Source: an optimization exercise on an open RTL-to-GDS flow (aim: small area). Production flows keep margins and buffers that such runs may drop.
RTL that was checked went through simulation tests only; none was proved equivalent to the original.

== alpha ==
// cordic_vectoring_top
module cordic_vectoring_top #(parameter data_width=16,cordic_steps=16,angle_width=20)(
    input clk,
    input nreset,
    input enable,
    input signed [data_width-1:0] x_vec_in,
    input signed [data_width-1:0] y_vec_in,
    output wire signed [data_width-1:0] x_vec_out,
    output [cordic_steps-1:0] micro_rotation,
    output signed [angle_width-1:0] angle,
    output done
    );
Size in the first run: about 3,000 cells after synthesis, ~0.025 sq mm of cells after synthesis.
export LEC_CHECK = 0
export ABC_AREA = 1
export CAP_MARGIN = 20
export CORE_MARGIN = 2
export CORE_UTILIZATION = 50
export CTS_CLUSTER_DIAMETER = 80
export CTS_CLUSTER_SIZE = 40
export PLACE_DENSITY = 0.65
export SLEW_MARGIN = 20
create_clock -name core_clock -period 7.0 [get_ports {clk}]
standard.sh (not shown) runs the stock make flow with config.mk's settings and CLKGATE_MAP_FILE= SYNTH_SCRIPT=/design/flow/synth_recipe.tcl, a recipe that flattens the netlist after the stock synthesis.
==> flow/flow/run.sh <==
#!/bin/bash
# The standard layout, with the port buffers made of the smallest buffer cell
# instead of the default clkdlybuf4s50_1. Every port still gets its buffer.
export BUFFER_PORTS_ARGS="-buffer_cell sky130_fd_sc_hd__buf_1"
bash standard.sh > standard.log 2>&1
Here is what was changed in the inputs of beta compared with alpha.
# alpha
export LEC_CHECK = 0
export ABC_AREA = 1
export CAP_MARGIN = 20
export CORE_MARGIN = 2
export CORE_UTILIZATION = 50
export CTS_CLUSTER_DIAMETER = 80
export CTS_CLUSTER_SIZE = 40
export PLACE_DENSITY = 0.65
export SLEW_MARGIN = 20
create_clock -name core_clock -period 7.0 [get_ports {clk}]
# beta
export LEC_CHECK = 0
export ABC_AREA = 1
export CAP_MARGIN = 20
export CORE_MARGIN = 2
export CORE_UTILIZATION = 50
export CTS_CLUSTER_DIAMETER = 80
export CTS_CLUSTER_SIZE = 40
export PLACE_DENSITY = 0.65
export SETUP_SLACK_MARGIN = -0.1
export SLEW_MARGIN = 20
create_clock -name core_clock -period 7.0 [get_ports {clk}]
Findings:
In the flow results for alpha and beta, the critical path data arrival time is larger on alpha. Sort alpha and beta by clock latency on the worst-skew pair desc -> top: beta. Diff alpha -> beta: sequential share of layout area rose by 0.23 points. Final wirelength (beta vs. alpha) decreases slightly. beta vs alpha: register-to-register slack up. Between alpha and beta, the flip-flop and latch area does not differ in any meaningful way.
Function was not checked in any run of this note: the RTL went through the layout flow alone.

========
cordic_vectoring_top, a different RTL version from the one above (not shown whole).
Size: ~240 flip-flops, about 88 I/O pins, ~26,000 um2 of cells after synthesis.
clock: 7.0 ns
lec_check: 0
abc_area: 1
cap_margin: 20
core_margin: 2
core_utilization: 50
cts_cluster_diameter: 80
cts_cluster_size: 40
place_density: 0.65
setup_slack_margin: -0.2
slew_margin: 20
Scripts as last shown in full above: flow/flow/run.sh
The first run completed with no timing, DRC or antenna violations.
Rerun with:
==> flow/run.sh (new file) <==
#!/bin/bash
# synth_recipe.tcl (not shown) runs the flow's synth.tcl, then flattens the netlist and writes it again
# the make line also repeats each setting of config.mk as NAME=value (left out here)
make -C /OpenROAD-flow-scripts/flow DESIGN_CONFIG=/design/flow/config.mk WORK_HOME=/design/flow/orfs CLKGATE_MAP_FILE= SYNTH_SCRIPT=/design/flow/synth_recipe.tcl finish
CTS_CLUSTER_SIZE = 50   (was 40)
SETUP_SLACK_MARGIN = unset   (was -0.2)
removed: flow/flow/run.sh
removed: flow/standard.sh
The new run passed the timing, design-rule and antenna checks.
Cell count decreases by about 0.4%.
Via count increases by 0.37%.
Area after synthesis is unchanged.

========
Starting RTL as in the previous note.
Settings: LEC_CHECK=0, ABC_AREA=1, CAP_MARGIN=20, CORE_MARGIN=2, CORE_UTILIZATION=40, PLACE_DENSITY=0.5, SLEW_MARGIN=20; clock period 7.0 ns.
run.sh (not shown) runs the stock make flow with config.mk's settings and CLKGATE_MAP_FILE= SYNTH_SCRIPT=/design/flow/synth_recipe.tcl, a recipe that flattens the netlist after the stock synthesis.
Stock flow here: none of the scripts above is used.
Rerun with:
==> flow/flow/run.sh (new file) <==
#!/bin/bash
# The standard layout, with the port buffers made of the smallest buffer cell
# instead of the default clkdlybuf4s50_1. Every port still gets its buffer.
export BUFFER_PORTS_ARGS="-buffer_cell sky130_fd_sc_hd__buf_1"
bash standard.sh > standard.log 2>&1
==> flow/standard.sh (new file) <==
#!/bin/bash
# synth_recipe.tcl (not shown) runs the flow's synth.tcl, then flattens the netlist and writes it again
# the make line also repeats each setting of config.mk as NAME=value (left out here)
make -C /OpenROAD-flow-scripts/flow DESIGN_CONFIG=/design/flow/config.mk WORK_HOME=/design/flow/orfs CLKGATE_MAP_FILE= SYNTH_SCRIPT=/design/flow/synth_recipe.tcl "${@:-finish}"
CORE_UTILIZATION = 50   (was 40)
CTS_CLUSTER_DIAMETER = 80   (was unset)
CTS_CLUSTER_SIZE = 40   (was unset)
PLACE_DENSITY = 0.65   (was 0.5)
SETUP_SLACK_MARGIN = -0.1   (was unset)
removed: flow/run.sh
Effect: The changed run completed without violations. Final area falls by a few percent. Clock skew rises by 0.0079 ns. Non-clock buffer count falls by 43. Die area falls by about a fifth.
Rerun with:
==> flow/flow/run.sh (replaced) <==
#!/bin/bash
# The standard layout, with two changes: the port buffers are the smallest
# buffer cell instead of clkdlybuf4s50_1 (every port still gets its buffer),
# and after global routing the resizer downsizes gates off the critical paths.
export BUFFER_PORTS_ARGS="-buffer_cell sky130_fd_sc_hd__buf_1"
export RECOVER_POWER=100
bash standard.sh > standard.log 2>&1
SETUP_SLACK_MARGIN = unset   (was -0.1)
- The new run finished with timing, DRC and antenna clean
- cell count hardly moves
- first-iteration DRC count went up by 9.0%
- global-route usage rose by 0.10 points
- flip-flop and latch count stays the same
Rerun with:
==> flow/run.sh (new file) <==
#!/bin/bash
# synth_recipe.tcl (not shown) runs the flow's synth.tcl, then flattens the netlist and writes it again
# the make line also repeats each setting of config.mk as NAME=value (left out here)
make -C /OpenROAD-flow-scripts/flow DESIGN_CONFIG=/design/flow/config.mk WORK_HOME=/design/flow/orfs CLKGATE_MAP_FILE= SYNTH_SCRIPT=/design/flow/synth_recipe.tcl finish
CAP_MARGIN = 0   (was 20)
CORE_UTILIZATION = 60   (was 50)
CTS_CLUSTER_DIAMETER = unset   (was 80)
CTS_CLUSTER_SIZE = unset   (was 40)
PLACE_DENSITY = 0.75   (was 0.65)
SLEW_MARGIN = 0   (was 20)
removed: flow/flow/run.sh
removed: flow/standard.sh
Result: The changed run finished with timing, DRC and antenna clean. Global-route usage came out higher by 4.7 points. Clock-buffer cell count came out higher by 17. Non-clock buffer count came out higher by 9. Die area came out lower by about a fifth. Hold slack stays flat. Final area came out higher by a few percent. Synthesized area is unchanged. Fmax came out lower slightly. Utilization came out higher by 13 points.
Rerun with:
CAP_MARGIN = 20   (was 0)
CORE_UTILIZATION = 50   (was 60)
CTS_CLUSTER_DIAMETER = 80   (was unset)
CTS_CLUSTER_SIZE = 40   (was unset)
PLACE_DENSITY = 0.65   (was 0.75)
SLEW_MARGIN = 20   (was 0)
The changed run finished with timing, DRC and antenna clean.
Critical path depth goes down by 23.
Register-to-register slack gets better by 0.13 ns.
Rerun with:
==> flow/flow/run.sh (new file) <==
#!/bin/bash
# The standard layout, with the port buffers made of the smallest buffer cell
# instead of the default clkdlybuf4s50_1. Every port still gets its buffer.
cp standard.sh standard_copy.sh.txt 2>/dev/null
export BUFFER_PORTS_ARGS="-buffer_cell sky130_fd_sc_hd__buf_1"
bash standard.sh > standard.log 2>&1
==> flow/standard.sh (new file) <==
#!/bin/bash
# synth_recipe.tcl (not shown) runs the flow's synth.tcl, then flattens the netlist and writes it again
# the make line also repeats each setting of config.mk as NAME=value (left out here)
make -C /OpenROAD-flow-scripts/flow DESIGN_CONFIG=/design/flow/config.mk WORK_HOME=/design/flow/orfs CLKGATE_MAP_FILE= SYNTH_SCRIPT=/design/flow/synth_recipe.tcl "${@:-finish}"
removed: flow/run.sh
=> Clock skew came out higher by 0.025 ns. Cell area came out lower by 2.0%. Sequential share of layout area came out higher by 0.29 points. Maximum frequency hardly moves. Flip-flop and latch count stays the same. Global-route usage came out higher by 0.23 points. Synthesized cell count stays the same.

afterwards: timing with drivers on the ports:
Ports are ideal in the flow. The routed layouts listed here were re-timed in OpenROAD. Step 1 assumes that a clkbuf_16 drives the clock port and a buf_2 every other input. Step 2 also shifts input and output timing later by t, the mid clock arrival at the registers, as if the neighbouring blocks saw the same clock. a / b / c = ideal ports / drivers / drivers and shift; a / b = the first two.
run	shift t [ns]	setup slack, ns	worst register clock-pin slew, ns	worst data-port slew with drivers (ns)
alpha	0.563	0.262 / 0.208 / 0.037	0.09 / 0.09	0.04
beta	0.580	0.182 / 0.126 / -0.123	0.13 / 0.13	0.05
the first run of note 2	0.587	0.157 / 0.136 / 0.157	0.10 / 0.10	0.04
the second run of note 2	0.566	0.285 / 0.229 / 0.379	0.10 / 0.10	0.05
the first run of note 3	0.633	0.378 / 0.315 / 0.435	0.07 / 0.07	0.05
the second run of note 3	0.571	0.248 / 0.194 / 0.248	0.12 / 0.12	0.05
the third run of note 3	0.586	0.298 / 0.298 / 0.298	0.11 / 0.11	0.04
the fourth run of note 3	0.628	0.253 / 0.253 / 0.253	0.07 / 0.07	0.05
the fifth run of note 3	0.566	0.285 / 0.229 / 0.379	0.10 / 0.10	0.05
the sixth run of note 3	0.585	0.299 / 0.299 / 0.299	0.11 / 0.11	0.04
Met with ideal ports but missed after step 2: setup timing in beta. The setup slack of beta, which loses most, moves by -0.056 ns with the drivers and by -0.305 ns with both steps.
